This is an optimization exercise on Yosys and OpenROAD, whose aim is small area, not a production implementation.
The RTL was checked by simulation tests, not by an equivalence proof against the original design.
The flow treats the clock pin as an ideal source, which a real chip does not have.
Power figures rest on the tool's default switching activity, not on a simulated workload.

==> flow/design.v <==
`timescale 1ns / 1ps
module relu_lane (input [21:0] a, input [21:0] b, output [6:0] y);
wire [21:0] p = a ^ b;
wire [21:0] g = a & b;
wire [6:0] cl;
assign cl[1] = a[0] & b[0];
assign cl[2] = (a[1] & b[1]) | (a[1] & cl[1]) | (b[1] & cl[1]);
assign cl[3] = (a[2] & b[2]) | (a[2] & cl[2]) | (b[2] & cl[2]);
assign cl[4] = (a[3] & b[3]) | (a[3] & cl[3]) | (b[3] & cl[3]);
assign cl[5] = (a[4] & b[4]) | (a[4] & cl[4]) | (b[4] & cl[4]);
assign cl[6] = (a[5] & b[5]) | (a[5] & cl[5]) | (b[5] & cl[5]);
wire c6 = cl[6];
wire c7 = g[6] | (p[6] & c6);
wire s6 = p[6] ^ c6;
wire [8:0] c;
assign c[0] = c7;
wire Gx0 = g[8] | (p[8] & g[7]);
wire Px0 = p[8] & p[7];
wire Gx1 = g[10] | (p[10] & g[9]);
wire Px1 = p[10] & p[9];
wire Gx2 = g[12] | (p[12] & g[11]);
wire Px2 = p[12] & p[11];
wire Gx3 = g[14] | (p[14] & g[13]);
wire Px3 = p[14] & p[13];
wire Gx4 = Gx1 | (Px1 & Gx0);
wire Px4 = Px1 & Px0;
wire Gx5 = Gx3 | (Px3 & Gx2);
wire Px5 = Px3 & Px2;
wire Gx6 = Gx5 | (Px5 & Gx4);
wire Px6 = Px5 & Px4;
wire Gx7 = Gx2 | (Px2 & Gx4);
wire Px7 = Px2 & Px4;
wire Gx8 = g[9] | (p[9] & Gx0);
wire Px8 = p[9] & Px0;
wire Gx9 = g[11] | (p[11] & Gx4);
wire Px9 = p[11] & Px4;
wire Gx10 = g[13] | (p[13] & Gx7);
wire Px10 = p[13] & Px7;
assign c[1] = g[7] | (p[7] & c7);
assign c[2] = Gx0 | (Px0 & c7);
assign c[3] = Gx8 | (Px8 & c7);
assign c[4] = Gx4 | (Px4 & c7);
assign c[5] = Gx9 | (Px9 & c7);
assign c[6] = Gx7 | (Px7 & c7);
assign c[7] = Gx10 | (Px10 & c7);
assign c[8] = Gx6 | (Px6 & c7);
wire [7:0] q = p[14:7] ^ c[7:0];
wire [6:0] k;
assign k[0] = s6;
assign k[1] = k[0] & q[0];
assign k[2] = k[1] & q[1];
assign k[3] = k[2] & q[2];
assign k[4] = k[3] & q[3];
assign k[5] = k[4] & q[4];
assign k[6] = k[5] & q[5];
wire sat = q[7] | (k[6] & q[6]);
wire [6:0] r = q[6:0] ^ k;
wire [6:0] ch;
assign ch[0] = c[8];
assign ch[1] = g[15] | (p[15] & ch[0]);
assign ch[2] = g[16] | (p[16] & ch[1]);
assign ch[3] = g[17] | (p[17] & ch[2]);
assign ch[4] = g[18] | (p[18] & ch[3]);
assign ch[5] = g[19] | (p[19] & ch[4]);
assign ch[6] = g[20] | (p[20] & ch[5]);
wire c21 = ch[6];
wire neg = g[21] | (p[21] & ~c21);
assign y = neg ? 7'd0 : (r | {7{sat}});
endmodule
`timescale 1ns / 1ps
module acc_bias_relu(
    input i_add4_end,
    input clk,
    input rst_n,
    input layer1,
    output o_acc_end,
    input [15:0] i_acc_bias_fm_col,
    input i_add4_valid,
    input signed [22*32-1:0] i_add4_data,
    input signed [22*32-1:0] i_bias,
    input [15:0] i_bias_addr_base,
    output [15:0] o_sel_bias_addr,
    output [8*32-1:0] o_acc_data_out,
    output o_acc_data_out_valid
    );
wire [7*32-1:0] res;
genvar k;
generate
    for (k = 0; k < 32; k = k + 1) begin : lane
        relu_lane u (.a(i_add4_data[22*k +: 22]), .b(i_bias[22*k +: 22]), .y(res[7*k +: 7]));
    end
endgenerate
reg [7*32-1:0] d1, d2, d3, d4, d5;
always @(posedge clk) begin
    d1 <= {~res[7*32-1:7*16], res[7*16-1:0]};
    d2 <= d1;
    d3 <= d2;
    d4 <= d3;
    d5 <= d4;
end
reg [4:0] vld;
reg [15:0] sel_bias_addr_buf;
reg acc_end_ff1, acc_end_ff2;
always @(posedge clk) begin
    if (!rst_n) begin
        vld <= 0;
        sel_bias_addr_buf <= i_bias_addr_base;
        acc_end_ff1 <= 0;
        acc_end_ff2 <= 0;
    end else begin
        vld <= {vld[3:0], i_add4_valid};
        if (i_add4_end)
            sel_bias_addr_buf <= sel_bias_addr_buf + 16'd32;
        acc_end_ff1 <= i_add4_end;
        acc_end_ff2 <= acc_end_ff1;
    end
end
generate
    for (k = 0; k < 32; k = k + 1) begin : outb
        if (k < 16) begin : lo
            assign o_acc_data_out[8*k +: 8] = {1'b0, d5[7*k +: 7]};
        end else begin : hi
            assign o_acc_data_out[8*k +: 8] = {1'b0, ~(d5[7*k +: 7] | {7{~layer1}})};
        end
    end
endgenerate
assign o_acc_data_out_valid = vld[4];
assign o_sel_bias_addr = sel_bias_addr_buf;
assign o_acc_end = acc_end_ff2;
endmodule
==> flow/flow/run.sh <==
#!/bin/bash
# The standard layout (standard.sh: ORFS with synth_recipe.tcl), with these changes:
# - each port is buffered by the smallest buffer (buf_1), not the cell buffer_ports picks;
# - the clock tree is built with the clock_tree_synthesis arguments in CTS_ARGS;
# - synthesis leaves adders to ABC (no extract_fa step) and maps the logic with
#   flow/abc_speed.script, which recovers more area than ORFS's own script.
#   The registers are mapped exactly as in the standard synthesis (that happens before ABC).
# Every other ORFS script is used unchanged, from a copy in ./scripts.
# ORFS writes each tool's full log under orfs/logs; standard.sh's output goes to standard.log.
set -euo pipefail
export BUFFER_PORTS_ARGS="-buffer_cell sky130_fd_sc_hd__buf_1"
export CTS_ARGS="-sink_clustering_enable -repair_clock_nets -buf_list sky130_fd_sc_hd__clkbuf_4 -sink_clustering_size 8 -sink_clustering_max_diameter 30 -dont_use_dummy_load"
rm -rf scripts
cp -r "$FLOW_HOME/scripts" scripts
cp flow/abc_speed.script scripts/abc_speed.script
# skip the full/half adder extraction: the condition line becomes a constant 0
grep -q '^  \[dont_use_adder_kinds\] ne "none"$' scripts/synth.tcl
sed -i 's/^  \[dont_use_adder_kinds\] ne "none"$/  0/' scripts/synth.tcl
export SCRIPTS_DIR="$PWD/scripts"
bash standard.sh > standard.log 2>&1
==> flow/flow/abc_speed.script <==
strash
&get -n
&st
&dch
&nf -R 1000
&put
&get -n
&st
&dch -f
&nf -R 1000
&put
topo
stime -c
buffer -c
upsize -c
dnsize -c
==> flow/standard.sh <==
#!/bin/bash
# synth_recipe.tcl (not shown) runs the flow's synth.tcl, then flattens the netlist and writes it again
# the make line also repeats each setting of config.mk as NAME=value (left out here)
make -C /OpenROAD-flow-scripts/flow DESIGN_CONFIG=/design/flow/config.mk WORK_HOME=/design/flow/orfs CLKGATE_MAP_FILE= SYNTH_SCRIPT=/design/flow/synth_recipe.tcl "${@:-finish}"
==> flow/config.mk <==
export PLATFORM = sky130hd
export DESIGN_NAME = acc_bias_relu
export DESIGN_NICKNAME = acc_bias_relu
export VERILOG_FILES = /design/flow/design.v
export SDC_FILE = /design/flow/constraint.sdc
export NUM_CORES = 4
export LEC_CHECK = 0
export CAP_MARGIN = 20
export CORE_AREA = 10 10 550 390
export DIE_AREA = 0 0 560 400
export SLEW_MARGIN = 40
==> flow/constraint.sdc <==
create_clock -name core_clock -period 5.0 [get_ports {clk}]
set_input_delay 1.0000 -clock core_clock [delete_from_list [all_inputs] [get_ports {clk}]]
set_output_delay 1.0000 -clock core_clock [all_outputs]
set_load 0.01 [all_outputs]
==> flow_summary.ini, run 1 <==
[drt]
wirelength_mm = 262
postRouteAntennaNets = 0
firstDrtPassIters = 6
drc = 0
vias_per_cell = 4.37
drt_iter0_drc = 3081
wl_per_cell_um = 30.3
num_vias = 37800

[clock_network]
clock_latency_ps = 1120
cts_tree = yes
cts_made_buffers = 210
clk_pin_slew_ps = 80
cts_resized = 0
hold_buffers = 9
clock_sinks = 1143
cts_setup_buffers = 0

[global_routing]
grt_overflow = 0
grt_pass1_wl_mm = 330
use_met1_pct = 28.2
met3_usage_pct = 10.3
met2_usage_pct = 33.3
grt_start_max_net_pins = 39
grt_usage_pct = 21.9
grt_pass1_vias = 35900
busiest_layer = met2
antenna_found_initial = 320

[synthesis]
ys_seq_elements = 1143
synthSimpleGateAreaFrac_pct = 9.98
synth_compound_area_share_pct = 15.2
yosys.area.top_type_share_pct = 53.7
synthTopCellsByCount = dfxtp_1, xnor2_1, xor2_1
yosysSeqAreaShare_pct = 54.9
synth_mux_area_share_pct = 0
synth_area_sq_um = 42000
yosys_warnings = 1
synth_top_area_cell = dfxtp_1
avgSynthCellArea_sq_um = 10.5
synth-edff-count = 16
synth_top_family_by_area = compound AO/OA/AOI/OAI gates
synth_cell_types = 60
yosysMostFrequentCell = dfxtp_1
synth.area.top_cells = dfxtp_1, xnor2_1, xor2_1, nor2b_1, buf_4
synthXorXnorAreaFrac_pct = 14.1
synth_ff_type = dfxtp_1
synthCells = 3986
async_flop_share_pct = 0
synthAdderAreaFrac_pct = 2.95

[die]
boundaryPins = 1719
start_util_pct = 20.6
coreArea_sq_um = 204000
die_width_um = 560
dieHeight_um = 400
num_rows = 139
dieArea_sq_um = 224000

[sta]
rsz0062_at_grt = false
slew_viol_final = 0
setup_slack_ps = 1030
hold_violations = 0
period_needed_ps = 3970
finalSetupViolations = 0
relSlewSlack_pct = 40.5
worst_slew_pin_slew_ps = 891
finalSetupTns_ps = 0
skew_ps = 152
fmax_ghz = 0.252
finalCritPeriodShare_pct = 79.3

[worst_setup_path]
reg2reg_slack_ps = 3000
required_ps = 5850
timing.rr.end = sel_bias_addr_buf[15]
endpoint_kind = register
rr_startpoint = sel_bias_addr_buf[7]
crit_top_cell = o21ai_0
critPathMaxStageDelay_ps = 330
path_delay_family = compound AO/OA/AOI/OAI gates
slowest_stage = a22oi_1
cp-startpoint = i_bias[374]
worstPathMaxFanout = 7
path_buf_inv = 3
crit_path_end = d1[120]
startpoint_type = input port
reg2reg_depth = 6
crit_chain = buf_1 -> buf_4 -> a22oi_1 -> nor2_1 -> a221oi_1 -> o21ai_0 -> o21ai_0 -> o21ai_1 -> a22oi_1 -> o21ai_1 -> maj3_1 -> maj3_2 -> nand3_1 -> a31oi_1 -> nor2_1 -> nor3_1 -> a221oi_1 -> o21ai_0 -> o221ai_1 -> a22oi_1 -> buf_4 -> o21ai_0
cp.depth = 22
cp.arrival_ps = 4810
crit_type = in -> reg

[cells_and_area]
final_cells = 8642
multi_input_area_sq_um = 17900
area_delta_synth_final_pct = 26.4
fillCellCount = 22300
finalNetCount = 7259
ff_latch_area_sq_um = 23000
drive_gt1_share_pct = 7.14

[power_and_ir_drop]
powerDensity_nw_per_um2 = 399
ir_drop_mv = 0.265
p_total_mw = 21.2
leakage_nw = 19.0

[run_status]
status = complete, no violations

[min_path]
hold_path.class = reg -> reg
whs_path_depth = 0

[placed_design]
pre_cts_ws_ps = 5.65
dpl.hpwl_mm = 239
portBuffers = 1670
dp_cells = 8342
gp_congestion = 1.03

[run]
cap_violations = 0
[how the worst min path moves through the flow]
stage                        start  slack, ps                    to
4_1_cts        i_bias_addr_base[2]          5  sel_bias_addr_buf[2]
3_3_place_gp               d2[113]        310               d3[113]
2_1_floorplan                d1[0]        310                 d2[0]
3_5_place_dp               d2[183]        310               d3[183]
6_report                   d3[168]        190               d4[168]
5_1_grt        i_bias_addr_base[0]         60  sel_bias_addr_buf[0]
[stage by stage]
stage / hold slack [ps] / utilization, % / area, sq um
finish: 186 / 26.0 / 53100
floorplan: 310 / - / 42100
global route: 59.3 / 25.9 / 52900
global placement: 310 / 25.1 / 51200
CTS: 4.96 / 25.9 / 52900
detailed placement: 312 / 25.1 / 51200
[where the power goes]
| group | total (mW) | switching, mW | leakage, nW | internal [mW] |
|---|---|---|---|---|
| clock | 4.92 | 3.02 | 0.967 | 1.90 |
| combinational | 4.46 | 2.74 | 8.36 | 1.71 |
| sequential | 11.8 | 0.630 | 9.64 | 11.2 |
| total | 21.2 | 6.39 | 19.0 | 14.8 |
[registers in the layout (all words and copies together) (netlist names)]
| register | cells |
|---|---|
| acc_end_ff2 | 1 |
| d1 | 224 |
| d2 | 224 |
| acc_end_ff1 | 1 |
| d3 | 224 |
| d4 | 224 |
| sel_bias_addr_buf | 16 |
| vld | 5 |
| d5 | 224 |
[metal layers]
layer / share of wire [%] / vias to the layer above
li1: - / 17600
met1: 43 / 17600
met2: 43 / 1897
met3: 12 / 556
met4: 2.5 / 126
met5: 0.31 / -
[worst register-to-register path: cells and delay by family, from the launching register on]
family | cells | cell delay, ps
AND/OR/NAND/NOR | 4 | 1040
AO/OA/AOI/OAI | 1 | 80
flip-flops | 1 | 430
XOR/XNOR | 1 | 160
[kinds of logic (layout without fill, tap and decap cells)]
family,Yosys count,after routing
flip-flops,1143,1143
AO/OA/AOI/OAI,990,990
AND/OR/NAND/NOR,883,883
XOR/XNOR,676,676
buffers and inverters,178,1973
adder cells (fa/ha/maj),115,115
other,1,113
[layout make-up]
class / count / share of cell area (%)
flip-flops and latches: 1143 / 43.4
multi-input cells: 2696 / 33.7
repair buffers: 1744 / 13.0
well taps: 2749 / 6.48
clock buffers: 210 / 2.97
diodes: 81 / 0.382
inverters: 19 / 0.134
[layout by cell type (no fill, tap or decap), drive strengths merged, types with 2 or more instances in the layout]
master and n:
xor2 271, nor3b 8, nand2 253, xnor2 405, a31o 2, nor2 240, conb 32, a21o 17
dlygate4sd3 9, o21bai 3, o21a 4, nand3 55, clkbuf 211, o311a 3, nor2b 180, o221ai 36
buf 1734, or2 16, a31oi 17, dfxtp 1127, maj3 115, a221o 4, nand2b 41, a21oi 213
a22o 12, edfxtp 16, o21ai 269, nand4 6, diode 81, inv 18, o211ai 37, a22oi 137
a222oi 2, and2 26, and3 3, a221oi 75, a211oi 3, nor3 52, o22ai 150
==> run 2, diff against run 1 <==
--- a/flow/flow/run.sh
+++ b/flow/flow/run.sh
@@ -9,7 +9,7 @@
 # ORFS writes each tool's full log under orfs/logs; standard.sh's output goes to standard.log.
 set -euo pipefail
 export BUFFER_PORTS_ARGS="-buffer_cell sky130_fd_sc_hd__buf_1"
-export CTS_ARGS="-sink_clustering_enable -repair_clock_nets -buf_list sky130_fd_sc_hd__clkbuf_4 -sink_clustering_size 8 -sink_clustering_max_diameter 30 -dont_use_dummy_load"
+export CTS_ARGS="-sink_clustering_enable -repair_clock_nets -buf_list sky130_fd_sc_hd__clkbuf_4 -sink_clustering_size 10 -sink_clustering_max_diameter 35 -dont_use_dummy_load"
 rm -rf scripts
 cp -r "$FLOW_HOME/scripts" scripts
 cp flow/abc_speed.script scripts/abc_speed.script
--- a/flow/config.mk
+++ b/flow/config.mk
@@ -8,4 +8,5 @@
 export CAP_MARGIN = 20
 export CORE_AREA = 10 10 550 390
 export DIE_AREA = 0 0 560 400
+export PLACE_DENSITY = 0.9
 export SLEW_MARGIN = 40
==> flow_summary.ini, run 2 <==
[synthesis]
synthCells = 3986
async_flop_share_pct = 0
yosysSeqAreaShare_pct = 54.9
synth_area_sq_um = 42000
synth_ff_type = dfxtp_1
synth-edff-count = 16
synthTopCellsByCount = dfxtp_1, xnor2_1, xor2_1
synth_cell_types = 60
yosys.area.top_type_share_pct = 53.7
synth_top_area_cell = dfxtp_1
ys_seq_elements = 1143
synth.area.top_cells = dfxtp_1, xnor2_1, xor2_1, nor2b_1, buf_4
yosysMostFrequentCell = dfxtp_1
avgSynthCellArea_sq_um = 10.5
yosys_warnings = 1

[worst_setup_path]
startpoint_type = input port
path_buf_inv = 1
slowest_stage = a221oi_1
path_delay_family = compound AO/OA/AOI/OAI gates
crit_top_cell = maj3_2
reg2reg_slack_ps = 3040
endpoint_kind = register
critPathMaxStageDelay_ps = 460
crit_chain = buf_1 -> o22ai_1 -> nor2_1 -> a221oi_1 -> o21ai_1 -> o21ai_2 -> o21ai_1 -> a22o_1 -> maj3_2 -> maj3_2 -> maj3_2 -> nand3_1 -> nand3_1 -> nor2_1 -> nor3_1 -> a221oi_1 -> o21ai_0 -> o221ai_1 -> a22oi_1 -> o21ai_0
worstPathMaxFanout = 7
crit_type = in -> reg
cp.arrival_ps = 5010
required_ps = 6000

[global_routing]
grt_usage_pct = 22.4
grt_overflow = 0
grt_pass1_wl_mm = 336
antenna_found_initial = 361
grt_start_max_net_pins = 27
grt_pass1_vias = 35100

[power_and_ir_drop]
comb_power_share_pct = 21.1
intPower_mw = 14.4
powerDensity_nw_per_um2 = 395
leakage_nw = 18.7
ir_drop_mv = 0.279
p_sw_share_pct = 30.7
p_clk_share_pct = 21.6
seqPwrFrac_pct = 57.3
p_total_mw = 20.8
p_switching_mw = 6.40

[clock_network]
cts_tree = yes
clk_pin_slew_ps = 100
clock_sinks = 1143
cts_setup_buffers = 0
clock_latency_ps = 1060
cts_made_buffers = 170

[placed_design]
place_area_sq_um = 51100
dp_cells = 8322
dpl.hpwl_mm = 247
gp_congestion = 1.13
portBuffers = 1670

[sta]
hold_violations = 0
slew_viol_final = 0
finalSetupTns_ps = 0
worst_slew_pin_slew_ps = 997
relSlewSlack_pct = 33.8
rsz0062_at_grt = false
fmax_ghz = 0.249
skew_ps = 145
finalCritPeriodShare_pct = 80.2
finalSetupViolations = 0
period_needed_ps = 4010

[cells_and_area]
final_cell_mix = buf_1, dfxtp_1, xnor2_1, xor2_1, nand2_1
layout_commonest_cell = buf_1
finalNetCount = 7196
final_cells = 8627
postLayoutCellArea_sq_um = 52700
drive_gt1_share_pct = 6.19
area_delta_synth_final_pct = 25.5

[drt]
wirelength_mm = 271
vias_per_cell = 4.53
drt-met1-wl_mm = 111
wl_met3_mm = 41.8
postRouteAntennaNets = 1
firstDrtPassIters = 6
num_vias = 39100
drc = 0
top_layer_used = met5
drt_iter0_drc = 4307
wl_per_cell_um = 31.4
met2_length_mm = 109

[die]
dieArea_sq_um = 224000
boundaryPins = 1719
start_util_pct = 20.6
coreArea_sq_um = 204000
dieHeight_um = 400
num_rows = 139
die_width_um = 560

[min_path]
hold_path.class = reg -> reg

[run_status]
so.violations = antenna violations
status = failed layout checks

[run]
cap_violations = 0
==> run 2: cell counts after synthesis <==
Identical to the previous run, type by type.
==> run 2: cell families after synthesis <==
kind of cell,count (synthesis),share of synthesized area [%]
adders and majority gates,115,2.95
xor gates and xnor gates,676,14.1
and+or+nand+nor,883,9.98
AOI/OAI and AO/OA,990,15.2
DFF,1143,54.9
other,1,0.00893
buffers and inverters,178,2.88
==> run 2: power by group through the flow <==
stage          combinational [mW]  sequential, mW  clock [mW]
5_1_grt                      4.73            12.1        5.03
2_1_floorplan                2.78            11.7           0
3_5_place_dp                 4.30            12.1           0
6_report                     4.39            11.9        4.49
3_3_place_gp                 4.24            12.1           0
4_1_cts                      4.33            11.9        4.69
==> run 2: area by class of cell <==
| class | instances | area, sq um |
|---|---|---|
| clock buffer | 170 | 1280 |
| sequential | 1143 | 23000 |
| fill | 22100 | 151000 |
| multi-input combinational | 2696 | 17900 |
| antenna | 129 | 323 |
| tap | 2749 | 3440 |
| inverter | 19 | 71.3 |
| timing repair buffer | 1721 | 6700 |
==> run 2: timing repair <==
action	CTS	global route
hold buffers	6	0
resized for setup	0	0
hold endpoints to repair	6	0
==> run 2: routing by layer <==
| layer | up-vias | track usage (%) |
|---|---|---|
| li1 | 17500 | - |
| met1 | 18200 | 28.9 |
| met2 | 2482 | 31.6 |
| met3 | 693 | 13.0 |
| met4 | 188 | 5.69 |
| met5 | - | 2.05 |
==> run 2: per-stage QoR <==
stage | utilization (%) | worst slack, ps | hold slack, ps
global placement | 25.0 | 48.6 | 310
detailed placement | 25.0 | 79.3 | 312
global route | 25.8 | 868 | 66.6
finish | 25.8 | 992 | 181
CTS | 25.7 | 1270 | 1.86
floorplan | - | 870 | 310
==> run 2: worst paths after layout <==
kind,start,to,cells past startpoint
setup / recovery,i_bias[464],d1[152],20
hold / removal,d2[20],d3[20],0
setup reg to reg,sel_bias_addr_buf[5],sel_bias_addr_buf[15],6
hold reg to reg,d2[20],d3[20],0
==> run 3, diff against run 2 <==
--- a/flow/flow/run.sh
+++ b/flow/flow/run.sh
@@ -5,11 +5,14 @@
 # - synthesis leaves adders to ABC (no extract_fa step) and maps the logic with
 #   flow/abc_speed.script, which recovers more area than ORFS's own script.
 #   The registers are mapped exactly as in the standard synthesis (that happens before ABC).
+# - DONT_USE_CELLS adds the cells it names to the platform's don't-use list (nor2b: the
+#   layer1 mask then maps to nor2 gates that share one inverter of layer1).
 # Every other ORFS script is used unchanged, from a copy in ./scripts.
 # ORFS writes each tool's full log under orfs/logs; standard.sh's output goes to standard.log.
 set -euo pipefail
 export BUFFER_PORTS_ARGS="-buffer_cell sky130_fd_sc_hd__buf_1"
 export CTS_ARGS="-sink_clustering_enable -repair_clock_nets -buf_list sky130_fd_sc_hd__clkbuf_4 -sink_clustering_size 10 -sink_clustering_max_diameter 35 -dont_use_dummy_load"
+export DONT_USE_CELLS=""
 rm -rf scripts
 cp -r "$FLOW_HOME/scripts" scripts
 cp flow/abc_speed.script scripts/abc_speed.script
--- a/flow/config.mk
+++ b/flow/config.mk
@@ -8,5 +8,5 @@
 export CAP_MARGIN = 20
 export CORE_AREA = 10 10 550 390
 export DIE_AREA = 0 0 560 400
-export PLACE_DENSITY = 0.9
+export PLACE_DENSITY = 0.8
 export SLEW_MARGIN = 40
==> flow_summary.ini, run 3 <==
[drt]
wl_per_cell_um = 29.1
postRouteAntennaNets = 0
vias_per_cell = 4.46
firstDrtPassIters = 7
wirelength_mm = 250
num_vias = 38300
drt_iter0_drc = 3898
drc = 0

[worst_setup_path]
required_ps = 5920
timing.rr.end = sel_bias_addr_buf[15]
endpoint_kind = register
cp.arrival_ps = 4810
path_buf_inv = 2
cp.depth = 23
critPathMaxStageDelay_ps = 360
reg2reg_depth = 6
cp-startpoint = i_add4_data[660]
path_delay_family = compound AO/OA/AOI/OAI gates
crit_top_cell = a221oi_1
worstPathMaxFanout = 7
slowest_stage = maj3_2
reg2reg_slack_ps = 2980
crit_path_end = d1[210]
startpoint_type = input port
crit_type = in -> reg
rr_startpoint = sel_bias_addr_buf[5]
crit_chain = buf_1 -> a22oi_1 -> nor2_1 -> a221oi_1 -> o21ai_0 -> o21ai_2 -> o21ai_1 -> a22oi_2 -> o21ai_1 -> maj3_2 -> maj3_2 -> nand4_1 -> nand3_1 -> nand3_1 -> a31oi_1 -> a221oi_1 -> nor2_1 -> a221oi_1 -> o22ai_1 -> a21oi_1 -> a21oi_1 -> buf_4 -> o21ai_0

[sta]
hold_violations = 0
slew_viol_final = 0
finalSetupViolations = 0
fmax_ghz = 0.257
relSlewSlack_pct = 49.6
skew_ps = 131
period_needed_ps = 3900
finalSetupTns_ps = 0
finalCritPeriodShare_pct = 77.9
worst_slew_pin_slew_ps = 760
rsz0062_at_grt = false

[synthesis]
synth_area_sq_um = 42000
yosysSeqAreaShare_pct = 54.9
synth_cell_types = 60
synthCells = 3986
avgSynthCellArea_sq_um = 10.5
synth_top_area_cell = dfxtp_1
yosys.area.top_type_share_pct = 53.7
synth.area.top_cells = dfxtp_1, xnor2_1, xor2_1, nor2b_1, buf_4
yosysMostFrequentCell = dfxtp_1
synthTopCellsByCount = dfxtp_1, xnor2_1, xor2_1
async_flop_share_pct = 0
yosys_warnings = 1
synth_ff_type = dfxtp_1
ys_seq_elements = 1143
synth-edff-count = 16

[clock_network]
cts_tree = yes
cts_resized = 0
cts_setup_buffers = 0
clock_sinks = 1143
clk_pin_slew_ps = 100
cts_made_buffers = 174
clock_latency_ps = 1100
hold_buffers = 9

[die]
dieArea_sq_um = 224000
boundaryPins = 1719
start_util_pct = 20.6
num_rows = 139
coreArea_sq_um = 204000
dieHeight_um = 400
die_width_um = 560

[power_and_ir_drop]
p_total_mw = 20.6
leakage_nw = 18.6
ir_drop_mv = 0.255
powerDensity_nw_per_um2 = 392

[run]
cap_violations = 0

[placed_design]
gp_congestion = 1.08
place_area_sq_um = 50800
dpl.hpwl_mm = 226
portBuffers = 1670
dp_cells = 8297

[run_status]
status = complete, no violations

[global_routing]
grt_pass1_wl_mm = 314
antenna_found_initial = 349
grt_pass1_vias = 34600
grt_start_max_net_pins = 33
grt_overflow = 0
grt_usage_pct = 20.8

[cells_and_area]
final_cell_mix = buf_1, dfxtp_1, xnor2_1, xor2_1, nand2_1
postLayoutCellArea_sq_um = 52500
area_delta_synth_final_pct = 25.1
finalNetCount = 7178
drive_gt1_share_pct = 5.83
fillCellCount = 22100
layout_commonest_cell = buf_1
final_cells = 8596

[min_path]
hold_path.class = reg -> reg
-- run 3: cell counts after synthesis --
Identical to the previous run, type by type.
-- run 3: logic make-up after synthesis --
logic type	Yosys count	synth area share (%)
buffers and inverters	178	2.88
AOI/OAI and AO/OA	990	15.2
and+or+nand+nor	883	9.98
other	1	0.00893
xor gates and xnor gates	676	14.1
adders and majority gates	115	2.95
DFF	1143	54.9
-- run 3: worst min path at each step --
stage / startpoint / endpoint / depth (start not counted)
floorplan: d1[0] / d2[0] / 0
global placement: d3[18] / d4[18] / 0
detailed placement: d2[199] / d3[199] / 0
CTS: i_bias_addr_base[5] / sel_bias_addr_buf[5] / 3
global route: i_add4_data[593] / d1[188] / 3
finish: d2[88] / d3[88] / 0
-- run 3: routing by layer --
metal | up-vias | wire length, um | GRT usage [%]
met2 | 2362 | 95800 | 28.0
met3 | 704 | 42300 | 14.4
met4 | 232 | 8750 | 5.99
li1 | 17500 | - | -
met1 | 17600 | 102000 | 26.0
met5 | - | 1670 | 2.24
-- run 3: cell type report --
cell class | count | area [sq um] | area share [%]
sequential | 1143 | 23000 | 43.9
multi-input combinational | 2696 | 17900 | 34.0
timing repair buffer | 1699 | 6520 | 12.4
tap | 2749 | 3440 | 6.55
clock buffer | 174 | 1310 | 2.49
antenna | 116 | 290 | 0.553
inverter | 19 | 71.3 | 0.136
-- run 3: power breakdown --
| part | total, mW | leakage, nW | internal [mW] | switching, mW |
|---|---|---|---|---|
| Sequential | 11.8 | 9.64 | 11.2 | 0.596 |
| Combinational | 4.30 | 8.13 | 1.66 | 2.64 |
| Clock | 4.54 | 0.801 | 1.59 | 2.95 |
| Total | 20.6 | 18.6 | 14.4 | 6.19 |
-- run 3: metrics by stage --
stage	hold slack (ps)	utilization [%]	setup slack, ps
6_report	202	25.8	1100
5_1_grt	72.4	25.7	980
4_1_cts	17.5	25.6	1240
3_5_place_dp	312	24.9	102
3_3_place_gp	310	24.9	213
2_1_floorplan	310	-	870
==> run 4, diff against run 3 <==
--- a/flow/flow/run.sh
+++ b/flow/flow/run.sh
@@ -12,7 +12,7 @@
 set -euo pipefail
 export BUFFER_PORTS_ARGS="-buffer_cell sky130_fd_sc_hd__buf_1"
 export CTS_ARGS="-sink_clustering_enable -repair_clock_nets -buf_list sky130_fd_sc_hd__clkbuf_4 -sink_clustering_size 10 -sink_clustering_max_diameter 35 -dont_use_dummy_load"
-export DONT_USE_CELLS=""
+export DONT_USE_CELLS="sky130_fd_sc_hd__nor2b_1 sky130_fd_sc_hd__nor2b_2 sky130_fd_sc_hd__nor2b_4"
 rm -rf scripts
 cp -r "$FLOW_HOME/scripts" scripts
 cp flow/abc_speed.script scripts/abc_speed.script
==> flow_summary.ini, run 4 <==
[synthesis]
yosys.area.top_type_share_pct = 53.7
synth_mux_area_share_pct = 0
yosysMostFrequentCell = dfxtp_1
synthSimpleGateAreaFrac_pct = 9.98
synth_top_family_by_area = compound AO/OA/AOI/OAI gates
synth-edff-count = 16
synthCells = 3986
synthTopCellsByCount = dfxtp_1, xnor2_1, xor2_1
yosysSeqAreaShare_pct = 54.9
synthXorXnorAreaFrac_pct = 14.1
yosys_warnings = 1
synthAdderAreaFrac_pct = 2.95
synth_top_area_cell = dfxtp_1
ys_seq_elements = 1143
synth.area.top_cells = dfxtp_1, xnor2_1, xor2_1, nor2b_1, buf_4
synth_area_sq_um = 42000
async_flop_share_pct = 0
synth_cell_types = 60
synth_compound_area_share_pct = 15.2
synth_ff_type = dfxtp_1
avgSynthCellArea_sq_um = 10.5

[cells_and_area]
final_cells = 8596
final_cell_mix = buf_1, dfxtp_1, xnor2_1, xor2_1, nand2_1
post-route-util_pct = 25.8
finalNetCount = 7178
area_delta_synth_final_pct = 25.1
layout_commonest_cell = buf_1
drive_gt1_share_pct = 5.83

[die]
dieArea_sq_um = 224000
boundaryPins = 1719
dieHeight_um = 400
start_util_pct = 20.6
die_width_um = 560
num_rows = 139
coreArea_sq_um = 204000

[power_and_ir_drop]
ir_drop_mv = 0.255
powerDensity_nw_per_um2 = 392
leakage_nw = 18.6

[sta]
finalSetupTns_ps = 0
relSlewSlack_pct = 49.6
finalSetupViolations = 0
finalCritPeriodShare_pct = 77.9
worst_slew_pin_slew_ps = 760
period_needed_ps = 3900
fmax_ghz = 0.257
slew_viol_final = 0
skew_ps = 131
hold_violations = 0
rsz0062_at_grt = false

[worst_setup_path]
crit_type = in -> reg
required_ps = 5920
startpoint_type = input port
worstPathMaxFanout = 7
cp.arrival_ps = 4810
endpoint_kind = register

[run]
cap_violations = 0

[drt]
met2_length_mm = 95.8
wl_met3_mm = 42.3
drt_iter0_drc = 3898
top_layer_used = met5
drt-met1-wl_mm = 102
drc = 0
firstDrtPassIters = 7
postRouteAntennaNets = 0
vias_per_cell = 4.46
num_vias = 38300
wl_per_cell_um = 29.1
wirelength_mm = 250

[placed_design]
dpl.hpwl_mm = 226
portBuffers = 1670
dp_cells = 8297
gp_congestion = 1.08

[clock_network]
cts_tree = yes
clk_pin_slew_ps = 100
cts_made_buffers = 174
cts_setup_buffers = 0
clock_sinks = 1143
clock_latency_ps = 1100

[run_status]
status = complete, no violations

[global_routing]
grt_overflow = 0
grt_start_max_net_pins = 33
antenna_found_initial = 349
grt_pass1_vias = 34600
grt_pass1_wl_mm = 314
grt_usage_pct = 20.8

[min_path]
hold_path.class = reg -> reg
==> run 4: final timing paths <==
kind	to	slack, ps	from	depth (start not counted)
worst max register to register	sel_bias_addr_buf[15]	2980	sel_bias_addr_buf[5]	6
worst min-delay path	d3[88]	200	d2[88]	0
worst max-delay path	d1[210]	1100	i_add4_data[660]	23
worst min register to register	d3[88]	200	d2[88]	0
==> run 4: cells by family after synthesis <==
kind of cell,after synthesis
compound gates,990
flops,1143
xor+xnor,676
buf+inv,178
simple gates,883
other cells,1
fa+ha+maj,115
==> run 4: what timing repair did <==
action | 4_1_cts | 5_1_grt
resized for setup | 0 | 0
hold buffers | 9 | 0
hold endpoints to repair | 9 | 0
==> run 4: layer usage <==
layer,global-route usage (%),vias to the layer above
met5,2.24,-
met4,5.99,232
met3,14.4,704
met2,28.0,2362
met1,26.0,17600
li1,-,17500
==> run 4: area by class of cell <==
| cell class | count | area, sq um |
|---|---|---|
| diodes | 116 | 290 |
| clock buffers | 174 | 1310 |
| fillers | 22100 | 151000 |
| inverters | 19 | 71.3 |
| multi-input cells | 2696 | 17900 |
| flip-flops and latches | 1143 | 23000 |
| well taps | 2749 | 3440 |
| repair buffers | 1699 | 6520 |
==> run 4: through the flow <==
stage                     instance area [sq um]  hold WS [ps]  total power, mW  worst slack (ps)
final                                     52500           202             20.6              1100
after CTS                                 52200          17.5             20.8              1240
after global placement                    50800           310             16.1               213
after global routing                      52400          72.4             21.8               980
after floorplan                           42100           310             14.4               870
after detailed placement                  50800           312             16.2               102
==> run 4: worst max-delay path, cell delays in order <==
cell	delay (ps)
buf_1	210
a22oi_1	220
nor2_1	70
a221oi_1	180
o21ai_0	150
o21ai_2	120
o21ai_1	140
a22oi_2	210
o21ai_1	130
maj3_2	360
maj3_2	350
nand4_1	100
nand3_1	160
nand3_1	140
a31oi_1	80
a221oi_1	250
nor2_1	90
a221oi_1	280
o22ai_1	130
a21oi_1	140
a21oi_1	50
buf_4	150
o21ai_0	100
==> run 4: where the power goes <==
group / total [mW] / internal, mW / switching, mW
clock network: 4.54 / 1.59 / 2.95
registers: 11.8 / 11.2 / 0.596
logic: 4.30 / 1.66 / 2.64
total: 20.6 / 14.4 / 6.19
==> run 5, diff against run 4 <==
--- a/flow/design.v
+++ b/flow/design.v
@@ -2,14 +2,13 @@
 module relu_lane (input [21:0] a, input [21:0] b, output [6:0] y);
 wire [21:0] p = a ^ b;
 wire [21:0] g = a & b;
-wire [6:0] cl;
-assign cl[1] = a[0] & b[0];
-assign cl[2] = (a[1] & b[1]) | (a[1] & cl[1]) | (b[1] & cl[1]);
-assign cl[3] = (a[2] & b[2]) | (a[2] & cl[2]) | (b[2] & cl[2]);
-assign cl[4] = (a[3] & b[3]) | (a[3] & cl[3]) | (b[3] & cl[3]);
-assign cl[5] = (a[4] & b[4]) | (a[4] & cl[4]) | (b[4] & cl[4]);
-assign cl[6] = (a[5] & b[5]) | (a[5] & cl[5]) | (b[5] & cl[5]);
-wire c6 = cl[6];
+wire g10 = g[1] | (p[1] & g[0]);
+wire g32 = g[3] | (p[3] & g[2]);
+wire p32 = p[3] & p[2];
+wire g54 = g[5] | (p[5] & g[4]);
+wire p54 = p[5] & p[4];
+wire g30 = g32 | (p32 & g10);
+wire c6 = g54 | (p54 & g30);
 wire c7 = g[6] | (p[6] & c6);
 wire s6 = p[6] ^ c6;
 wire [8:0] c;
==> flow/flow/run.sh (replaced) <==
#!/bin/bash
# The standard layout (standard.sh: ORFS with synth_recipe.tcl), with these changes:
# - each port is buffered by the smallest buffer (buf_1), not the cell buffer_ports picks;
# - the clock tree is built with the clock_tree_synthesis arguments in CTS_ARGS;
# - synthesis leaves adders to ABC (no extract_fa step) and maps the logic with
#   flow/abc_speed.script, which recovers more area than ORFS's own script.
#   The registers are mapped exactly as in the standard synthesis (that happens before ABC).
# - nor2b cells are added to the platform's don't-use list: the layer1 mask then maps to
#   nor2 gates that share one inverter of layer1.
# Every other ORFS script is used unchanged, from a copy in ./scripts.
# ORFS writes each tool's full log under orfs/logs; standard.sh's output goes to standard.log.
set -euo pipefail
export BUFFER_PORTS_ARGS="-buffer_cell sky130_fd_sc_hd__buf_1"
export CTS_ARGS="-sink_clustering_enable -repair_clock_nets -buf_list sky130_fd_sc_hd__clkbuf_4 -sink_clustering_size 10 -sink_clustering_max_diameter 35 -dont_use_dummy_load"
rm -rf scripts
cp -r "$FLOW_HOME/scripts" scripts
cp flow/abc_speed.script scripts/abc_speed.script
# skip the full/half adder extraction: the condition line becomes a constant 0
grep -q '^  \[dont_use_adder_kinds\] ne "none"$' scripts/synth.tcl
sed -i 's/^  \[dont_use_adder_kinds\] ne "none"$/  0/' scripts/synth.tcl
export SCRIPTS_DIR="$PWD/scripts"
# the platform's don't-use list (from its config.mk) plus the extra cells; on make's command
# line, as the platform's config.mk sets the variable itself
du=$(sed -n '/^export DONT_USE_CELLS += /,/^#$/p' "$FLOW_HOME/platforms/sky130hd/config.mk" | grep -o 'sky130_fd_sc_hd__[a-z0-9_]*' | tr '\n' ' ')
bash standard.sh "DONT_USE_CELLS=$du sky130_fd_sc_hd__nor2b_1 sky130_fd_sc_hd__nor2b_2 sky130_fd_sc_hd__nor2b_4" finish > standard.log 2>&1
==> flow_summary.ini, run 5 <==
[run_status]
status = complete, no violations

[min_path]
hold_path_startpoint = d4[43]
hold_path.class = reg -> reg

[drt]
postRouteAntennaNets = 0
drt_iter0_drc = 4345
firstDrtPassIters = 6
drc = 0
vias_per_cell = 4.46
num_vias = 38800
wl_per_cell_um = 27.9
wirelength_mm = 242

[sta]
slew_viol_final = 0
worst_slew_pin_slew_ps = 906
rsz0062_at_grt = false
period_needed_ps = 4100
fmax_ghz = 0.244
skew_ps = 161
relSlewSlack_pct = 39.6
hold_violations = 0
finalSetupViolations = 0
finalCritPeriodShare_pct = 82.0
timing.hold.ws_ps = 175

[synthesis]
yosys.area.top_type_share_pct = 54.1
synthXorXnorAreaFrac_pct = 15.1
synthSimpleGateAreaFrac_pct = 9.08
synth.area.top_cells = dfxtp_1, xnor2_1, xor2_1, nor2_1, a21oi_1
synth_cell_types = 57
synthAdderAreaFrac_pct = 0.834
avgSynthCellArea_sq_um = 10.2
ys_seq_elements = 1143
async_flop_share_pct = 0
synth_compound_area_share_pct = 16.6
synth_top_area_cell = dfxtp_1
synthTopCellsByCount = dfxtp_1, xnor2_1, nor2_1
synth-edff-count = 16
yosys_warnings = 1
synth_area_sq_um = 41700
synth_ff_type = dfxtp_1
yosysMostFrequentCell = dfxtp_1
synth_top_family_by_area = compound AO/OA/AOI/OAI gates
synth_mux_area_share_pct = 0
synthCells = 4073
yosysSeqAreaShare_pct = 55.3

[global_routing]
grt_pass1_vias = 34700
grt_pass1_wl_mm = 306
grt_usage_pct = 20.0
antenna_found_initial = 278
grt_overflow = 0
grt_start_max_net_pins = 46

[worst_setup_path]
worstPathMaxFanout = 7
crit_type = in -> reg
startpoint_type = input port
rr_startpoint = sel_bias_addr_buf[5]
cp-startpoint = i_add4_data[550]
cp.arrival_ps = 5020
endpoint_kind = register
required_ps = 5920

[clock_network]
cts_tree = yes
cts_setup_buffers = 0
clk_pin_slew_ps = 100
clock_latency_ps = 1090
cts_made_buffers = 160
clock_sinks = 1143

[placed_design]
place_area_sq_um = 50700
portBuffers = 1670
gp_congestion = 1.16
dpl.hpwl_mm = 218

[die]
dieHeight_um = 400
dieArea_sq_um = 224000
die_width_um = 560
coreArea_sq_um = 204000
boundaryPins = 1719
num_rows = 139
start_util_pct = 20.4

[power_and_ir_drop]
comb_power_share_pct = 21.7
leakage_nw = 18.9
intPower_mw = 14.4
powerDensity_nw_per_um2 = 395
p_sw_share_pct = 30.4
p_clk_share_pct = 20.8
ir_drop_mv = 0.254
p_switching_mw = 6.27
seqPwrFrac_pct = 57.5

[cells_and_area]
final_cell_mix = buf_1, dfxtp_1, xnor2_1, nor2_1, a21oi_1
postLayoutCellArea_sq_um = 52200
layout_commonest_cell = buf_1
finalNetCount = 7262
area_delta_synth_final_pct = 25.3
drive_gt1_share_pct = 5.14

[run]
cap_violations = 0
run 5: changes by cell type after synthesis, sizes merged, moves of 28 or more:
| cell | before | now |
|---|---|---|
| nor2 | 240 | 446 |
| nor2b | 180 | 0 |
| maj3 | 115 | 33 |
| a21oi | 213 | 279 |
| xnor2 | 405 | 460 |
| nor3 | 52 | 24 |
run 5: repair_timing:
action,in CTS,in global routing
resized for setup,0,0
hold buffers,1,0
endpoints found under the hold margin,1,0
run 5: layout make-up:
type	count	area (sq um)
Fill cell	22100	152000
Sequential cell	1143	23000
Multi-Input combinational cell	2759	17500
Timing Repair Buffer	1712	6610
Tap cell	2749	3440
Clock buffer	160	1200
Antenna cell	123	308
Inverter	41	156
run 5: path summary, 6_finish.rpt:
| kind | slack, ps | to | depth (start not counted) |
|---|---|---|---|
| worst max-delay path | 900 | d1[179] | 28 |
| worst min-delay path | 170 | d5[43] | 0 |
| worst max register to register | 2960 | sel_bias_addr_buf[15] | 7 |
| worst min register to register | 170 | d5[43] | 0 |
run 5: kinds of logic (layout without fill, tap and decap cells):
kind of cell | after synthesis | count (layout)
flops | 1143 | 1143
compound gates | 1082 | 1082
simple gates | 894 | 894
xor+xnor | 718 | 718
buf+inv | 202 | 1913
fa+ha+maj | 33 | 33
other cells | 1 | 155
run 5: critical path, stage by stage:
cell and delay (ps):
buf_1 190, o211ai_1 130, a21oi_1 90, a21oi_1 110, nor2_1 60, a221oi_1 200
nor2_1 70, buf_4 160, a22oi_1 240, o21ai_1 120, a21o_1 160, o21ai_1 110
nor2_1 60, a21oi_1 200, a21oi_1 110, buf_4 160, a22oi_1 220, nor2_1 80
a21oi_1 310, or3_1 160, a31oi_1 70, buf_4 160, a221oi_1 270, o21ai_1 120
o221ai_1 80, a22oi_1 90, buf_4 180, o21ai_0 80
run 5: power by group through the flow:
stage | Clock, mW | Sequential, mW | Combinational (mW)
4_1_cts | 4.53 | 11.9 | 4.41
6_report | 4.30 | 11.9 | 4.48
2_1_floorplan | 0 | 11.7 | 2.81
3_5_place_dp | 0 | 12.1 | 4.38
5_1_grt | 4.87 | 12.0 | 4.85
3_3_place_gp | 0 | 12.0 | 4.34
run 5: per-layer routing:
metal	wire length, um	global-route usage (%)	part of all wire (%)
met4	9910	7.57	4.1
met5	968	2.80	0.40
met3	35800	12.5	15
met2	99300	28.5	41
met1	96100	24.0	40
run 5: through the flow:
step                power [mW]  setup slack, ps  utilization (%)  std cells  setup TNS (ps)
global placement          16.4              130             24.8       8403               0
CTS                       20.8             1210             25.4       8564               0
global route              21.7              754             25.5       8632               0
detailed placement        16.5            -28.4             24.9       8403            -123
finish                    20.6              900             25.6       8687               0
floorplan                 14.5              838                -       4104               0
==> run 6, diff against run 5 <==
==> flow/flow/abc_speed.script (replaced) <==
strash
&get -n
&st
&dch
&nf -R 1000
&put
&get -n
&st
&dch -f
&nf -R 1000
&put
topo
stime -c
==> flow_summary.ini, run 6 <==
[worst_setup_path]
endpoint_kind = register
path_buf_inv = 2
slowest_stage = maj3_1
crit_chain = buf_1 -> a22oi_1 -> a21oi_1 -> a221oi_1 -> o21ai_0 -> clkinv_1 -> nor2_1 -> a21oi_1 -> o211ai_1 -> o21ai_0 -> o21ai_0 -> maj3_1 -> a22o_1 -> maj3_1 -> and2_0 -> nand2_1 -> a31oi_1 -> a221oi_1 -> nor2_1 -> a221oi_1 -> o22ai_1 -> a21oi_1 -> a21o_1 -> a21oi_1
required_ps = 5840
path_delay_family = compound AO/OA/AOI/OAI gates
critPathMaxStageDelay_ps = 430
worstPathMaxFanout = 7
crit_top_cell = a21oi_1
startpoint_type = input port
cp.arrival_ps = 5040
crit_type = in -> reg
reg2reg_slack_ps = 3030

[placed_design]
place_area_sq_um = 50800
gp_congestion = 1.15
pre_cts_ws_ps = -343
dp_cells = 8456
portBuffers = 1670
dpl.hpwl_mm = 215

[global_routing]
grt_start_max_net_pins = 39
antenna_found_initial = 301
grt_pass1_vias = 34900
grt_usage_pct = 19.8
grt_pass1_wl_mm = 304
grt_overflow = 0

[die]
start_util_pct = 20.3
dieHeight_um = 400
die_width_um = 560
boundaryPins = 1719
dieArea_sq_um = 224000
num_rows = 139
coreArea_sq_um = 204000

[cells_and_area]
final_cells = 8726
post-route-util_pct = 25.7
area_delta_synth_final_pct = 26.5
postLayoutCellArea_sq_um = 52300
layout_commonest_cell = buf_1
finalNetCount = 7316
final_cell_mix = buf_1, dfxtp_1, xnor2_1, nor2_1, a21oi_1
drive_gt1_share_pct = 4.46

[synthesis]
synth_top_area_cell = dfxtp_1
ys_seq_elements = 1143
synth_ff_type = dfxtp_1
yosysSeqAreaShare_pct = 55.7
yosysMostFrequentCell = dfxtp_1
synth_cell_types = 44
synthTopCellsByCount = dfxtp_1, xnor2_1, nor2_1
synth-edff-count = 16
synth.area.top_cells = dfxtp_1, xnor2_1, xor2_1, nor2_1, a21oi_1
avgSynthCellArea_sq_um = 10.2
yosys.area.top_type_share_pct = 54.5
async_flop_share_pct = 0
yosys_warnings = 1
synthCells = 4056
synth_area_sq_um = 41400

[sta]
finalCritPeriodShare_pct = 84.0
slew_viol_final = 0
rsz0062_at_grt = false
skew_ps = 137
worst_slew_pin_slew_ps = 978
finalSetupTns_ps = 0
fmax_ghz = 0.238
setup_slack_ps = 800
hold_violations = 0
period_needed_ps = 4200
relSlewSlack_pct = 34.5
finalSetupViolations = 0
timing.hold.ws_ps = 205

[drt]
num_vias = 38800
wirelength_mm = 240
drt_iter0_drc = 4336
vias_per_cell = 4.44
postRouteAntennaNets = 0
drc = 0
firstDrtPassIters = 9
wl_per_cell_um = 27.5

[clock_network]
cts_resized = 0
clk_pin_slew_ps = 100
cts_made_buffers = 161
hold_buffers = 0
clock_sinks = 1143
cts_tree = yes
clock_latency_ps = 1080
cts_setup_buffers = 0

[min_path]
hold_path.class = reg -> reg

[power_and_ir_drop]
leakage_nw = 18.9
powerDensity_nw_per_um2 = 393
ir_drop_mv = 0.292
p_total_mw = 20.6

[run]
cap_violations = 0

[run_status]
status = complete, no violations
==> run 6: path summary, 6_finish.rpt <==
| kind | depth (start not counted) | end | start |
|---|---|---|---|
| max reg2reg | 7 | sel_bias_addr_buf[15] | sel_bias_addr_buf[5] |
| max | 24 | d1[4] | i_add4_data[2] |
| min | 0 | d4[22] | d3[22] |
| min reg2reg | 0 | d4[22] | d3[22] |
==> run 6: kinds of logic (layout without fill, tap and decap cells) <==
group | count (synthesis) | count (layout) | synth area share [%]
compound gates | 1082 | 1082 | 16.2
xor+xnor | 718 | 718 | 15.2
fa+ha+maj | 33 | 33 | 0.798
buf+inv | 185 | 1967 | 2.98
flops | 1143 | 1143 | 55.7
other cells | 1 | 140 | 0.00906
simple gates | 894 | 894 | 9.14
==> run 6: routing by layer <==
layer	vias up	global-route usage (%)	wire length (um)
met3	633	15.1	43700
met5	-	2.33	2020
li1	17700	-	-
met4	208	4.27	6090
met1	17700	24.8	96500
met2	2505	26.4	91300
==> run 6: layout make-up <==
| cell class | count | area [sq um] |
|---|---|---|
| clock buffers | 161 | 1210 |
| well taps | 2749 | 3440 |
| diodes | 108 | 270 |
| inverters | 41 | 156 |
| flip-flops and latches | 1143 | 23000 |
| repair buffers | 1765 | 7000 |
| fillers | 22000 | 152000 |
| multi-input cells | 2759 | 17200 |
==> run 6: power breakdown <==
part	switching [mW]	internal, mW
combinational	2.65	1.71
clock	2.84	1.48
sequential	0.687	11.2
total	6.18	14.4
==> run 6: worst register-to-register path: cells and delay by family (launching register included) <==
family / cells / cell delay (ps)
xor gates and xnor gates: 1 / 150
AOI/OAI and AO/OA: 1 / 80
DFF: 1 / 440
and+or+nand+nor: 5 / 1060
==> run 7, diff against run 6 <==
--- a/flow/flow/run.sh
+++ b/flow/flow/run.sh
@@ -12,6 +12,7 @@
 set -euo pipefail
 export BUFFER_PORTS_ARGS="-buffer_cell sky130_fd_sc_hd__buf_1"
 export CTS_ARGS="-sink_clustering_enable -repair_clock_nets -buf_list sky130_fd_sc_hd__clkbuf_4 -sink_clustering_size 10 -sink_clustering_max_diameter 35 -dont_use_dummy_load"
+export PLACE_PINS_ARGS="-min_distance 1 -min_distance_in_tracks"
 rm -rf scripts
 cp -r "$FLOW_HOME/scripts" scripts
 cp flow/abc_speed.script scripts/abc_speed.script
==> flow/flow/abc_speed.script (replaced) <==
strash
&get -n
&st
&dch
&nf -R 1000
&put
&get -n
&st
&dch -f
&nf -R 1000
&put
topo
stime -c
buffer -c
upsize -c
dnsize -c
--- a/flow/config.mk
+++ b/flow/config.mk
@@ -6,7 +6,7 @@
 export NUM_CORES = 4
 export LEC_CHECK = 0
 export CAP_MARGIN = 20
-export CORE_AREA = 10 10 550 390
-export DIE_AREA = 0 0 560 400
+export CORE_AREA = 10 10 430 310
+export DIE_AREA = 0 0 440 320
 export PLACE_DENSITY = 0.8
 export SLEW_MARGIN = 40
==> flow_summary.ini, run 7 <==
[run_status]
status = complete, no violations

[die]
dieArea_sq_um = 141000
die_width_um = 440
coreArea_sq_um = 124000
num_rows = 109
dieHeight_um = 320
start_util_pct = 33.5
boundaryPins = 1719

[clock_network]
clock_sinks = 1143
cts_made_buffers = 151
clk_pin_slew_ps = 100
cts_resized = 0
cts_tree = yes
clock_latency_ps = 1100

[sta]
setup_slack_ps = 988
rsz0062_at_grt = false
relSlewSlack_pct = 54.1
finalCritPeriodShare_pct = 80.2
hold_violations = 0
slew_viol_final = 0
worst_slew_pin_slew_ps = 682
finalSetupTns_ps = 0
skew_ps = 97.7
finalSetupViolations = 0
fmax_ghz = 0.249
period_needed_ps = 4010

[synthesis]
synth_area_sq_um = 41700
synth_cell_types = 57
yosysSeqAreaShare_pct = 55.3
yosys_warnings = 1
yosysMostFrequentCell = dfxtp_1
synth_ff_type = dfxtp_1
ys_seq_elements = 1143
synthTopCellsByCount = dfxtp_1, xnor2_1, nor2_1
yosys.area.top_type_share_pct = 54.1
synth-edff-count = 16
avgSynthCellArea_sq_um = 10.2
synth.area.top_cells = dfxtp_1, xnor2_1, xor2_1, nor2_1, a21oi_1
synth_top_area_cell = dfxtp_1
synthCells = 4073
async_flop_share_pct = 0

[min_path]
whs_path_depth = 2
hold_path.class = in -> reg
hold_path_startpoint = i_bias_addr_base[7]

[worst_setup_path]
cp.arrival_ps = 5000
endpoint_kind = register
critPathMaxStageDelay_ps = 320
worstPathMaxFanout = 7
path_buf_inv = 3
required_ps = 5990
cp.depth = 27
rr_startpoint = sel_bias_addr_buf[5]
startpoint_type = input port
cp-startpoint = i_add4_data[573]
crit_type = in -> reg
slowest_stage = a2bb2oi_1
reg2reg_depth = 7
path_delay_family = compound AO/OA/AOI/OAI gates

[power_and_ir_drop]
leakage_nw = 18.7
powerDensity_nw_per_um2 = 397
ir_drop_mv = 0.203

[cells_and_area]
area_delta_synth_final_pct = 21.7
ff_latch_area_sq_um = 23000
fillCellCount = 12700
layout_commonest_cell = buf_1
final_cell_mix = buf_1, dfxtp_1, xnor2_1, nor2_1, a21oi_1
post-route-util_pct = 40.8
postLayoutCellArea_sq_um = 50700
multi_input_area_sq_um = 17500
finalNetCount = 7242
drive_gt1_share_pct = 4.57

[placed_design]
portBuffers = 1670
place_area_sq_um = 49300
pre_cts_ws_ps = -136
dpl.hpwl_mm = 149
gp_congestion = 1.06

[drt]
postRouteAntennaNets = 0
drc = 0
wirelength_mm = 173
wl_per_cell_um = 22.8
vias_per_cell = 4.89
firstDrtPassIters = 6
drt_iter0_drc = 2300
num_vias = 37100

[run]
cap_violations = 0

[global_routing]
grt_pass1_wl_mm = 241
grt_pass1_vias = 37100
grt_overflow = 0
grt_start_max_net_pins = 49
antenna_found_initial = 164
grt_usage_pct = 23.3
-- run 7: worst reg2reg max path, stage by stage (launching register included) --
cell and delay [ps]:
edfxtp_1 480, and3_1 270, nand2_1 130, nor2_1 260
and3_1 280, nand3_1 140, xor2_1 180, a21oi_1 90
-- run 7: cell families after synthesis --
family | after synthesis | synth area share [%]
simple gates | 894 | 9.08
compound gates | 1082 | 16.6
other cells | 1 | 0.00899
buf+inv | 202 | 3.11
fa+ha+maj | 33 | 0.834
xor+xnor | 718 | 15.1
flops | 1143 | 55.3
-- run 7: per-layer routing --
layer,part of all wire [%],vias to the layer above,track usage [%]
li1,-,17600,-
met1,36,16700,23.5
met2,44,1929,34.9
met3,9.6,842,10.8
met4,10,60,22.9
met5,0.23,-,0
-- run 7: path summary, 6_finish.rpt --
path,endpoint,slack (ps)
setup / recovery,d1[182],990
hold / removal,sel_bias_addr_buf[7],180
setup reg to reg,sel_bias_addr_buf[15],2920
hold reg to reg,d5[98],220
-- run 7: timing repair --
action / CTS / global route
hold endpoints to repair: 2 / 0
hold buffers: 2 / 0
setup buffers: 0 / 0
-- run 7: area by class of cell --
type,instances,area share (%)
inverter,41,0.308
clock buffer,151,2.23
tap,1665,4.11
timing repair buffer,1701,12.9
sequential,1143,45.4
multi-input combinational,2759,34.4
antenna,130,0.641
-- run 7: power by group --
part,leakage (nW),switching (mW),internal [mW]
logic,8.39,2.58,1.67
clock network,0.696,2.70,1.39
registers,9.64,0.585,11.2
total,18.7,5.86,14.3
-- run 7: per-stage QoR --
step | instances | hold WS [ps] | total power, mW
floorplan | 4104 | 310 | 14.5
CTS | 7460 | 12.6 | 20.3
global route | 7564 | 24.8 | 21.3
global placement | 7307 | 310 | 16.1
finish | 7590 | 182 | 20.1
detailed placement | 7307 | 312 | 16.3
==> run 8, diff against run 7 <==
--- a/flow/config.mk
+++ b/flow/config.mk
@@ -6,7 +6,7 @@
 export NUM_CORES = 4
 export LEC_CHECK = 0
 export CAP_MARGIN = 20
-export CORE_AREA = 10 10 430 310
-export DIE_AREA = 0 0 440 320
+export CORE_AREA = 10 10 390 280
+export DIE_AREA = 0 0 400 290
 export PLACE_DENSITY = 0.8
 export SLEW_MARGIN = 40
==> flow_summary.ini, run 8 <==
[global_routing]
grt_start_max_net_pins = 47
grt_overflow = 0
grt_pass1_wl_mm = 235
antenna_found_initial = 191
grt_pass1_vias = 36900
grt_usage_pct = 27.6

[synthesis]
synthCells = 4073
ys_seq_elements = 1143
yosys_warnings = 1
yosys.area.top_type_share_pct = 54.1
synth_cell_types = 57
synth.area.top_cells = dfxtp_1, xnor2_1, xor2_1, nor2_1, a21oi_1
synthTopCellsByCount = dfxtp_1, xnor2_1, nor2_1
synth_ff_type = dfxtp_1
async_flop_share_pct = 0
avgSynthCellArea_sq_um = 10.2
synth_area_sq_um = 41700
yosysSeqAreaShare_pct = 55.3
yosysMostFrequentCell = dfxtp_1
synth_top_area_cell = dfxtp_1
synth-edff-count = 16

[worst_setup_path]
crit_type = in -> reg
worstPathMaxFanout = 7
required_ps = 5850
startpoint_type = input port
cp.arrival_ps = 5090
endpoint_kind = register

[clock_network]
cts_resized = 0
clock_sinks = 1143
cts_setup_buffers = 0
hold_buffers = 0
cts_tree = yes
clk_pin_slew_ps = 90
clock_latency_ps = 1020
cts_made_buffers = 149

[power_and_ir_drop]
ir_drop_mv = 0.270
powerDensity_nw_per_um2 = 399
p_total_mw = 20.0
leakage_nw = 18.6

[cells_and_area]
layout_commonest_cell = buf_1
final_cell_mix = buf_1, dfxtp_1, xnor2_1, nor2_1, a21oi_1
finalNetCount = 7223
area_delta_synth_final_pct = 20.5
final_cells = 7279
postLayoutCellArea_sq_um = 50200
drive_gt1_share_pct = 4.28

[placed_design]
dp_cells = 6977
place_area_sq_um = 48700
pre_cts_ws_ps = -260
portBuffers = 1670
gp_congestion = 1.09
dpl.hpwl_mm = 148

[sta]
finalSetupViolations = 0
relSlewSlack_pct = 54.7
fmax_ghz = 0.236
skew_ps = 95.6
finalCritPeriodShare_pct = 84.9
worst_slew_pin_slew_ps = 680
slew_viol_final = 0
rsz0062_at_grt = false
hold_violations = 0
period_needed_ps = 4240
setup_slack_ps = 757
timing.hold.ws_ps = 203

[drt]
firstDrtPassIters = 6
num_vias = 37100
met2_length_mm = 76.4
top_layer_used = met5
drt_iter0_drc = 2071
wl_met3_mm = 17.5
drc = 0
postRouteAntennaNets = 0
vias_per_cell = 5.10
drt-met1-wl_mm = 59.4
wirelength_mm = 171
wl_per_cell_um = 23.5

[run_status]
status = complete, no violations

[min_path]
hold_path.class = in -> reg

[die]
dieArea_sq_um = 116000
num_rows = 98
coreArea_sq_um = 101000
start_util_pct = 41.2
boundaryPins = 1719
die_width_um = 400
dieHeight_um = 290

[run]
cap_violations = 0
==> run 8: cell types whose count changed in the layout (fill, tap and decap cells not counted) <==
cell and delta:
diode_2 +23, buf_4 -15, clkbuf_4 -2, dlygate4sd3_1 -2, buf_1 +1, clkbuf_2 -1
==> run 8: critical path, cell delays in order <==
cell and delay [ps]:
buf_1 90, o211ai_1 180, a21oi_1 90, a21oi_1 120, nor2_1 60, a221oi_1 210
nor2_1 110, a22oi_1 250, o21ai_1 140, a21o_1 180, o21ai_2 70, o21ai_1 120
maj3_2 350, a22oi_1 220, nor2_1 70, a21oi_1 230, or3_1 160, a31oi_1 70
a221oi_1 530, buf_4 240, o21ai_0 90, o221ai_1 80, a22oi_1 170, buf_4 200
o21ai_0 80
==> run 8: area by class of cell <==
cell class | instances | area (sq um)
Clock buffer | 149 | 1120
Tap cell | 1350 | 1690
Fill cell | 9760 | 50900
Inverter | 41 | 156
Multi-Input combinational cell | 2759 | 17500
Timing Repair Buffer | 1684 | 6390
Antenna cell | 153 | 383
Sequential cell | 1143 | 23000
==> run 8: stage by stage <==
stage / TNS (ps) / utilization, %
final: 0 / 49.7
after global routing: 0 / 49.6
after CTS: 0 / 49.3
after detailed placement: -1750 / 48.2
after global placement: -1850 / 48.2
after floorplan: 0 / -
==> run 8: kinds of logic (layout without fill, tap and decap cells) <==
kind of cell               after synthesis  after routing  synth area share, %
and+or+nand+nor                        894            894                 9.08
buffers and inverters                  202           1874                 3.11
xor gates and xnor gates               718            718                 15.1
other                                    1            185              0.00899
adders and majority gates               33             33                0.834
AOI/OAI and AO/OA                     1082           1082                 16.6
DFF                                   1143           1143                 55.3
==> run 8: path summary, 6_finish.rpt <==
kind                                            from                     to  cells after the start  slack [ps]
worst max-delay path                     i_bias[529]                d1[170]                     25         760
worst min-delay path                    i_add4_valid                 vld[0]                      2         200
worst max register to register  sel_bias_addr_buf[5]  sel_bias_addr_buf[15]                      7        2900
worst min register to register                d4[89]                 d5[89]                      0         260
==> run 8: per-layer routing <==
layer  vias up  track usage [%]
li1      17600                -
met1     16900             26.7
met2      1884             42.1
met3       776             13.1
met4        50             27.9
met5         -            0.552
==> run 8: power breakdown <==
| part | internal [mW] | switching, mW | total, mW | leakage (nW) |
|---|---|---|---|---|
| combinational | 1.65 | 2.62 | 4.27 | 8.31 |
| sequential | 11.2 | 0.537 | 11.7 | 9.64 |
| clock | 1.37 | 2.66 | 4.03 | 0.686 |
==> run 9, diff against run 8 <==
--- a/flow/config.mk
+++ b/flow/config.mk
@@ -5,8 +5,8 @@
 export SDC_FILE = /design/flow/constraint.sdc
 export NUM_CORES = 4
 export LEC_CHECK = 0
-export CAP_MARGIN = 20
+export CAP_MARGIN = 10
 export CORE_AREA = 10 10 390 280
 export DIE_AREA = 0 0 400 290
 export PLACE_DENSITY = 0.8
-export SLEW_MARGIN = 40
+export SLEW_MARGIN = 15
==> flow_summary.ini, run 9 <==
[run_status]
status = complete, no violations

[min_path]
hold_path.class = in -> reg

[sta]
finalCritPeriodShare_pct = 84.9
hold_violations = 0
relSlewSlack_pct = 54.7
rsz0062_at_grt = false
worst_slew_pin_slew_ps = 680
skew_ps = 95.6
setup_slack_ps = 757
fmax_ghz = 0.236
finalSetupViolations = 0
slew_viol_final = 0
period_needed_ps = 4240

[synthesis]
async_flop_share_pct = 0
synth_area_sq_um = 41700
synthTopCellsByCount = dfxtp_1, xnor2_1, nor2_1
synth.area.top_cells = dfxtp_1, xnor2_1, xor2_1, nor2_1, a21oi_1
yosysSeqAreaShare_pct = 55.3
synth_top_area_cell = dfxtp_1
yosys_warnings = 1
avgSynthCellArea_sq_um = 10.2
synth_ff_type = dfxtp_1
synth_cell_types = 57
ys_seq_elements = 1143
synth-edff-count = 16
yosysMostFrequentCell = dfxtp_1
yosys.area.top_type_share_pct = 54.1
synthCells = 4073

[drt]
vias_per_cell = 5.10
num_vias = 37100
postRouteAntennaNets = 0
wl_per_cell_um = 23.5
drt_iter0_drc = 2071
firstDrtPassIters = 6
drc = 0
wirelength_mm = 171

[die]
dieHeight_um = 290
start_util_pct = 41.2
num_rows = 98
die_width_um = 400
coreArea_sq_um = 101000
dieArea_sq_um = 116000
boundaryPins = 1719

[cells_and_area]
fillCellCount = 9760
finalNetCount = 7223
area_delta_synth_final_pct = 20.5
final_cells = 7279
ff_latch_area_sq_um = 23000
layout_commonest_cell = buf_1
final_cell_mix = buf_1, dfxtp_1, xnor2_1, nor2_1, a21oi_1
multi_input_area_sq_um = 17500
drive_gt1_share_pct = 4.28

[global_routing]
grt_usage_pct = 27.6
grt_overflow = 0
antenna_found_initial = 191
grt_start_max_net_pins = 47
grt_pass1_wl_mm = 235
grt_pass1_vias = 36900

[run]
cap_violations = 0

[worst_setup_path]
startpoint_type = input port
endpoint_kind = register
cp.arrival_ps = 5090
required_ps = 5850
worstPathMaxFanout = 7
crit_type = in -> reg

[clock_network]
clock_latency_ps = 1020
cts_resized = 0
hold_buffers = 0
clk_pin_slew_ps = 90
cts_made_buffers = 149
cts_setup_buffers = 0
clock_sinks = 1143
cts_tree = yes

[placed_design]
portBuffers = 1670
dpl.hpwl_mm = 148
pre_cts_ws_ps = -260
gp_congestion = 1.09
dp_cells = 6977

[power_and_ir_drop]
leakage_nw = 18.6
ir_drop_mv = 0.270
powerDensity_nw_per_um2 = 399
## run 9: cell counts after synthesis
No cell type changed its count.
## run 9: area by class of cell
| type | instances | share of cell area, % |
|---|---|---|
| repair buffers | 1684 | 12.7 |
| flip-flops and latches | 1143 | 45.9 |
| diodes | 153 | 0.762 |
| clock buffers | 149 | 2.23 |
| well taps | 1350 | 3.36 |
| inverters | 41 | 0.311 |
| multi-input cells | 2759 | 34.8 |
## run 9: worst max-delay path: stages
cell,delay [ps]
buf_1,90
o211ai_1,180
a21oi_1,90
a21oi_1,120
nor2_1,60
a221oi_1,210
nor2_1,110
a22oi_1,250
o21ai_1,140
a21o_1,180
o21ai_2,70
o21ai_1,120
maj3_2,350
a22oi_1,220
nor2_1,70
a21oi_1,230
or3_1,160
a31oi_1,70
a221oi_1,530
buf_4,240
o21ai_0,90
o221ai_1,80
a22oi_1,170
buf_4,200
o21ai_0,80
## run 9: logic make-up after synthesis
kind of cell | share of synthesized area [%]
AO/OA/AOI/OAI | 16.6
XOR/XNOR | 15.1
adder cells (fa/ha/maj) | 0.834
buffers and inverters | 3.11
flip-flops | 55.3
other | 0.00899
AND/OR/NAND/NOR | 9.08
## run 9: per-layer routing
metal	track usage, %	part of all wire (%)	routed length (um)	vias to the layer above
li1	-	-	-	17600
met3	13.1	10	17500	776
met4	27.9	10	17300	50
met5	0.552	0.21	363	-
met2	42.1	45	76400	1884
met1	26.7	35	59400	16900
## run 9: worst paths after layout
| path | endpoint | slack (ps) | cells past startpoint | startpoint |
|---|---|---|---|---|
| min | vld[0] | 200 | 2 | i_add4_valid |
| max reg2reg | sel_bias_addr_buf[15] | 2900 | 7 | sel_bias_addr_buf[5] |
| max | d1[170] | 760 | 25 | i_bias[529] |
| min reg2reg | d5[89] | 260 | 0 | d4[89] |
## run 9: report_power, final
part / internal, mW / leakage [nW] / switching [mW]
Clock: 1.37 / 0.686 / 2.66
Combinational: 1.65 / 8.31 / 2.62
Sequential: 11.2 / 9.64 / 0.537
Total: 14.2 / 18.6 / 5.82
## run 9: per-stage QoR
step	power, mW	hold slack [ps]	setup TNS, ps	util, %	instance area, sq um
floorplan	14.5	310	0	-	41800
finish	20.0	203	0	49.7	50200
detailed placement	16.2	312	-1750	48.2	48700
global route	21.2	62.7	0	49.6	50200
global placement	16.0	310	-1850	48.2	48700
CTS	20.2	8.04	0	49.3	49900

[static timing again, ports no longer ideal]
The results above use ideal ports. As a check the final layouts listed here were re-extracted and re-timed, cells and wires unchanged. Step 1 sets driving cells, clkbuf_16 on the clock port and buf_2 on the other inputs (assumed; they add their load-dependent delay and slew). Step 2, shift: input delay + t, output delay - t, t = (earliest + latest rising clock arrival at the registers) / 2. This alone moves slack from input paths to output paths. Slacks: no drivers / after step 1 / after step 2; pairs: no drivers / after step 1.
run	shift t [ns]	setup slack, ns
run 1	1.119	1.033 / 0.998 / -0.121
run 2	1.097	0.992 / 1.017 / -0.080
run 3	1.098	1.103 / 1.131 / 0.033
run 4	1.098	1.103 / 1.131 / 0.033
run 5	1.081	0.900 / 0.924 / -0.157
run 6	1.078	0.800 / 0.790 / -0.288
run 7	1.081	0.988 / 1.013 / -0.069
run 8	1.010	0.757 / 0.782 / -0.229
run 9	1.010	0.757 / 0.782 / -0.229
